This design comes from an exercise in tuning for small area, a short achievable clock period and few clock cycles per item on the open sky130 flow, not from production work.
In this exercise RTL edits were held to simulation tests only and were not proved equivalent to the original.
Power and IR drop assume default switching activity.

## flow/design.v (module list and top-level ports; edited modules follow where they fit)
// module shift_add_multiplier: 1211 lines
module shift_add_multiplier #(
    parameter OPERAND_WIDTH = 16
) (
    input logic i_clk,
    input logic i_reset,
    input logic i_operands_valid,
    input logic [OPERAND_WIDTH-1:0] i_operand_a,
    input logic [OPERAND_WIDTH-1:0] i_operand_b,
    output logic o_result_valid,
    output logic [OPERAND_WIDTH*2-1:0] o_result
);
  // ...
==> flow/run.sh <==
#!/bin/bash
# synth_recipe.tcl (not shown) runs the flow's synth.tcl, then flattens the netlist and writes it again
# the make line also repeats each setting of config.mk as NAME=value (left out here)
make -C /OpenROAD-flow-scripts/flow DESIGN_CONFIG=/design/flow/config.mk WORK_HOME=/design/flow/orfs CLKGATE_MAP_FILE= SYNTH_SCRIPT=/design/flow/synth_recipe.tcl finish
==> flow/config.mk <==
export PLATFORM = sky130hd
export DESIGN_NAME = shift_add_multiplier
export DESIGN_NICKNAME = shift_add_multiplier
export VERILOG_FILES = /design/flow/design.v
export SDC_FILE = /design/flow/constraint.sdc
export NUM_CORES = 4
export LEC_CHECK = 0
export CAP_MARGIN = 20
export CORE_MARGIN = 2
export CORE_UTILIZATION = 60
export PLACE_DENSITY = 0.7
export SETUP_SLACK_MARGIN = 3.3
export SLEW_MARGIN = 20
export TNS_END_PERCENT = 0
==> flow/constraint.sdc <==
create_clock -name core_clock -period 5.5 [get_ports {i_clk}]
set_input_delay 1.1000 -clock core_clock [delete_from_list [all_inputs] [get_ports {i_clk}]]
set_output_delay 1.1000 -clock core_clock [all_outputs]
set_load 0.01 [all_outputs]
==> run summary, run 1 <==
STA:
- The slew at the pin closest to its max-slew limit is 0.704 ns.
- The total negative setup slack is 0 ns.
- The final number of max-transition violations was 0.
- The post-layout worst setup margin is 2.71 ns.
- Setup repair after global routing could not meet its margin everywhere.

Clock network:
- After clock tree synthesis, the clock-pin slew on the worst setup and hold paths is 0.07 ns.
- The clock network latency to the later pin of the worst-skew pair is 0.43 ns.
- The TritonCTS clock tree is done.
- The clock net in this run drives a total of 146 sinks.
- In this run the clock root is driven by a sky130_fd_sc_hd__clkbuf_16.

Final layout:
- Counting the clock-network buffers in the layout gives 18.
- Sequential cells placed in the final layout were counted as 146.
- The register with the most flip-flops in the layout has 71 of them.
- By area, the class that comes first in the final layout consists of multi-input gates.

Power:
- IR analysis of the VDD net gives a maximum drop of 0.447 mV.

Place:
- The total instance count after detailed placement is 1383.

Status:
- The flow ran to the end and the layout has no timing, DRC or antenna violations.

Detailed routing:
- After detailed routing, the average wire length per cell comes to 17.4 µm.
- After detailed routing, the met3 layer carries 1590 µm of wire.
- The topmost layer with routed signal wires is met4.

Setup path:
- The slack of the worst reg-to-reg path is 2.71 ns.
- The data arrival time of the critical path is 3.13 ns.

Synth:
- The post-synthesis async set-or-reset flop share is 0%.
- The cell count after synthesis is 1172.

GRT:
- The first-pass GRT wire length is 41100 µm.

Die:
- The number of placement rows is 49.
Testbench counts, summed over its fixed seeds: cycles 40,012, items 40,000.
==> inputs of run 2 (changes only) <==
==> flow/flow/run.sh (new file) <==
#!/bin/bash
# Own layout flow: the standard flow (standard.sh, unchanged synthesis and
# steps), with the port buffers made of sky130_fd_sc_hd__buf_2 cells instead of
# the delay cells buffer_ports picks by default.
set -euo pipefail
bash standard.sh "BUFFER_PORTS_ARGS=-buffer_cell sky130_fd_sc_hd__buf_2" finish > standard_flow.log 2>&1
==> flow/standard.sh (new file) <==
#!/bin/bash
# synth_recipe.tcl (not shown) runs the flow's synth.tcl, then flattens the netlist and writes it again
# the make line also repeats each setting of config.mk as NAME=value (left out here)
make -C /OpenROAD-flow-scripts/flow DESIGN_CONFIG=/design/flow/config.mk WORK_HOME=/design/flow/orfs CLKGATE_MAP_FILE= SYNTH_SCRIPT=/design/flow/synth_recipe.tcl "${@:-finish}"
removed: flow/run.sh
==> run 2 against run 1 <==
Against the previous run: count of clock-buffer cells in the layout rose by 2; global-route usage rose by 0.53 points; core utilization fell by 0.89 points; combinational power rose by 3%; die area did not move; register-to-register slack got worse by 0.02 ns; worst hold slack got worse by 0.00080 ns; cell count rose by 0.78%; sequential power barely moved; sequential cell count did not move; clock power barely moved; final area fell by 1.3%; highest routed layer unchanged; still clean.
==> run summary, run 2 <==
Final layout:
- The final core area utilization is 67.6%.
- The repair_antennas step left the layout with diodes totalling 0.
- The number of flip-flops in the largest register is 71 (unchanged).
- In the final layout, the registers with the most flip-flops are m_q x71, p_q x32, a_q x16.
- The final layout contains 1319 nets.
- Of the cells placed in the final design, the portion with a size suffix greater than 1 is 16.8%.
- Leaving out fill and tap cells, the most frequent cells in the layout are sky130_fd_sc_hd__xnor2_1 (231), sky130_fd_sc_hd__a22oi_1 (115), sky130_fd_sc_hd__dfxtp_1 (106).
- The library cell used most frequently in the layout, excluding fill and tap cells, is sky130_fd_sc_hd__xnor2_1.
- The register with the most flip-flops in the final layout is m_q.
- Relative to the synthesized area, the layout overhead comes to 10.8%.
- The post-route cell area is 12100 µm².

Synth:
- For this run, the leading register cell type out of synthesis is sky130_fd_sc_hd__dfxtp_1.
- The cell count after synthesis is 1172 (unchanged).
- Averaged over all synthesized cells, the footprint is 9.32 µm².
- Of all cell types, the one taking the most synthesized area is sky130_fd_sc_hd__dfxtp_1.
- The leading cell type by number of instances after synthesis is sky130_fd_sc_hd__xnor2_1.
- For this run, the number of Yosys warnings is 1.
- By area the synthesized netlist is led by sky130_fd_sc_hd__dfxtp_1 (27%), sky130_fd_sc_hd__xnor2_1 (19%), sky130_fd_sc_hd__a22oi_1 (7.9%).
- The cell area after synthesis is 10900 µm².
- The synthesized-area fraction occupied by adder cells is 18.3%.
- The share of the synthesized area in the top cell type is 26.8%.
- Counting distinct cell types in the post-synthesis netlist gives 64.
- The flip-flop and latch count after synthesis is 146.
- The portion of the post-synthesis area used by sequential elements is 26.8%.
- The synthesized design contains 0 enable-type register cells.
- The share of synthesized area spent on multiplexers is 0.275%.
- The compound-gate portion of the synthesized area is 17.2%.
- After Yosys synthesis, and, or, nand and nor cells account for 7.41% of the synthesized area.
- The combinational family with the most area after synthesis is XOR/XNOR gates.
- Counting every net in the synthesized netlist gives 1305.
- The commonest cells after synthesis are sky130_fd_sc_hd__xnor2_1 (233), sky130_fd_sc_hd__dfxtp_1 (146), sky130_fd_sc_hd__a22oi_1 (115).
- The post-synthesis async set-or-reset flop share is 0% (unchanged).
- After Yosys synthesis, XOR and XNOR cells account for 24.4% of the synthesized area.

Die:
- The number of I/O pins is 68.
- The initial utilization of the core area, before any placement, comes to 61.0%.
- The number of placement rows was 49 (unchanged).
- The die outline height is 139 µm.
- The floorplan die area is 19300 µm².
- The placeable core area is 17900 µm².
- The die is 139 µm wide.

Status:
- The flow ran to the end and the layout has no timing, DRC or antenna violations.

STA:
- The final number of max-transition violations came to 0 (unchanged).
- The final critical path takes up 51.1% of the cycle.
- The worst-case clock skew is 0.0128 ns.
- Setup repair after global routing could not meet its margin everywhere.
- The slew at the pin closest to its max-slew limit was 0.737 ns (+0.0325 ns).
- The post-route minimum period is 2.81 ns.
- Setup violations remaining at the end of the flow were counted as 0.
- Static timing analysis puts the maximum clock frequency at 0.356 GHz.
- The total negative setup slack is 0 ns (unchanged).
- The final count of hold timing violations is 0.
- Headroom to the max-slew limit came out at 50.5%.
- Hold timing on the final database bottoms out at a slack of 0.444 ns.

Setup path:
- Of all nets on the critical path, the largest fanout is 3.
- At the worst endpoint, the required time is 5.82 ns.
- The data arrival time of the critical path was 3.13 ns (about the same).
- The length in cells of the worst reg-to-reg path is 9.
- The worst setup path is launched from a flop.
- The start-to-end type of the worst setup path is flop to flop.
- The worst setup path is captured at a flop.

Clock network:
- The clock network latency to the later pin of the worst-skew pair is 0.44 ns (about the same).
- The maximum buffer depth of the clock tree is 2.
- The clock tree synthesis step divided the H-tree into 4 levels.
- The tree is rooted in a sky130_fd_sc_hd__clkbuf_16.
- The total clock buffers created by CTS is 17.
- The total number of clock tree sinks was 146 (unchanged).
- The TritonCTS clock tree is done.
- The clock transition at the register clock pins on the worst setup and hold paths after CTS is 0.06 ns (about the same).

GRT:
- The number of global-route vias before repair is 8060.
- The initial antenna violation count is 0.
- Entering global routing, the biggest net connects 22 pins.
- The first-pass GRT wire length is 41200 µm (+0.40%).
- After global routing the overflow that remains totals 0.
- The total track usage is 26.9%.

Place:
- The congestion estimate from routability-driven global placement came to 0.900.
- The detailed placer's ending HPWL is 18300 µm.
- The count of buffers added on input and output ports is 67.
- The area of placed instances is 11200 µm².

Power:
- The fraction of power spent switching nets is 43.4%.
- The leakage power is 0.00479 µW.
- The power spent charging and discharging nets is 3620 µW.
- The completed layout was analyzed and its total power is 8360 µW.
- The power share of the sequential group is 21.0%.
- Power spread over the standard cell area amounts to 691 nW/µm².
- The peak supply drop is 0.597 mV (+34%).
- Internal power comes to 4740 µW.
- The part of the total power dissipated in combinational logic is 64.7%.
- Per report_power, the clock group accounts for 14.3% of the total.

Detailed routing:
- The first-pass detailed-route iteration total is 6.
- The detailed router finished its first iteration with 760 violations.
- Wires add up to 25600 µm.
- The DRC violations left is 0.
- The vias after detailed routing is 8483.
- The routed length per placed instance is 17.9 µm (+2.9%).
- Using the TritonRoute via totals, the vias-per-cell ratio works out to 5.94.
- In this run the remaining antenna-violating nets after routing total 0.

Worst hold path:
- Along the worst hold path, the cell count comes to 1.
- The min-delay analysis places its worst path in the category flop to flop.

Job:
- The number of max-cap violations is 0.
-- run 2: power groups by stage --
| stage | clock [µW] | sequential, µW | combinational (µW) |
|---|---|---|---|
| final | 1200 | 1750 | 5410 |
| after global placement | 0 | 1760 | 4820 |
| after detailed placement | 0 | 1770 | 4860 |
| after floorplan | 0 | 1700 | 3950 |
| after CTS | 1210 | 1750 | 5190 |
| after global routing | 1260 | 1790 | 5950 |
-- run 2: final timing paths --
check	from	end	slack, ns
setup / recovery	m_q[31]$_DFF_P_	p_q[27]$_DFF_P_	2.69
hold / removal	v0_q$_SDFF_PP0_	v1_q$_SDFF_PP0_	0.44
setup reg to reg	m_q[31]$_DFF_P_	p_q[27]$_DFF_P_	2.69
hold reg to reg	v0_q$_SDFF_PP0_	v1_q$_SDFF_PP0_	0.44
-- run 2: critical path, cell delays in order, from the launching register on --
cell and delay [ns]:
sky130_fd_sc_hd__dfxtp_2 0.33, sky130_fd_sc_hd__maj3_2 0.32, sky130_fd_sc_hd__maj3_2 0.33, sky130_fd_sc_hd__ha_4 0.30, sky130_fd_sc_hd__nand2_2 0.05, sky130_fd_sc_hd__or3_4 0.39
sky130_fd_sc_hd__or4_4 0.52, sky130_fd_sc_hd__o21a_1 0.22, sky130_fd_sc_hd__buf_4 0.14, sky130_fd_sc_hd__xnor2_1 0.11
-- run 2: area by class of cell --
type / count / area, µm²
well taps: 229 / 287
repair buffers: 82 / 468
clock buffers: 20 / 457
inverters: 51 / 191
flip-flops and latches: 146 / 3000
clock inverters: 12 / 146
multi-input cells: 888 / 7550
fillers: 1447 / 5800
-- run 2: cell families after synthesis --
logic type	Yosys count
AO/OA/AOI/OAI	266
XOR/XNOR	300
adder cells (fa/ha/maj)	149
buffers and inverters	138
flip-flops	146
multiplexers	3
AND/OR/NAND/NOR	170
-- run 2: routing by layer --
metal	track usage (%)	part of all wire, %	vias up
met5	0	0	-
met4	9.84	2.3	0
met3	6.77	7.7	50
met2	39.6	44	384
met1	38.2	46	3979
li1	-	-	4070
-- run 2: stage by stage --
| step | setup slack [ns] | instances |
|---|---|---|
| finish | 2.69 | 1428 |
| global route | 2.62 | 1428 |
| CTS | 2.67 | 1422 |
| detailed placement | 2.28 | 1383 |
| global placement | 2.41 | 1383 |
| floorplan | 2.75 | 1172 |
-- run 2: what timing repair did --
item | in CTS | in global routing
resized for setup | 47 | 29
endpoints found under the setup margin | 76 | 77
setup buffers | 7 | 6
hold buffers | 0 | 0
pin swaps | 7 | 7

==> separate check: timing with driven ports <==
Ports are ideal in the flow. The routed layouts listed here were re-timed in OpenROAD. Step 1, drivers: a clkbuf_16 drives i_clk and a buf_2 each remaining input, both assumed. Step 2 adds t to the input delays and takes it off the output delays; t is the mean of the earliest and latest rising clock arrival at the registers after step 1. Input paths then give back, and output paths get back, about the clock's delay inside the block. Slacks: ideal / step 1 / step 2; pairs: ideal / step 1.
| run | t, ns | slack for setup (ns) | hold slack, ns | worst setup path at the end | worst data-port slew with drivers (ns) |
|---|---|---|---|---|---|
| run 1 | 0.472 | 2.707 / 2.707 / 2.707 | 0.444 / 0.444 / 0.444 | register to register | 0.03 |
| run 2 | 0.476 | 2.688 / 2.688 / 2.688 | 0.444 / 0.444 / 0.444 | register to register | 0.03 |
After both steps every run listed still meets setup and hold.
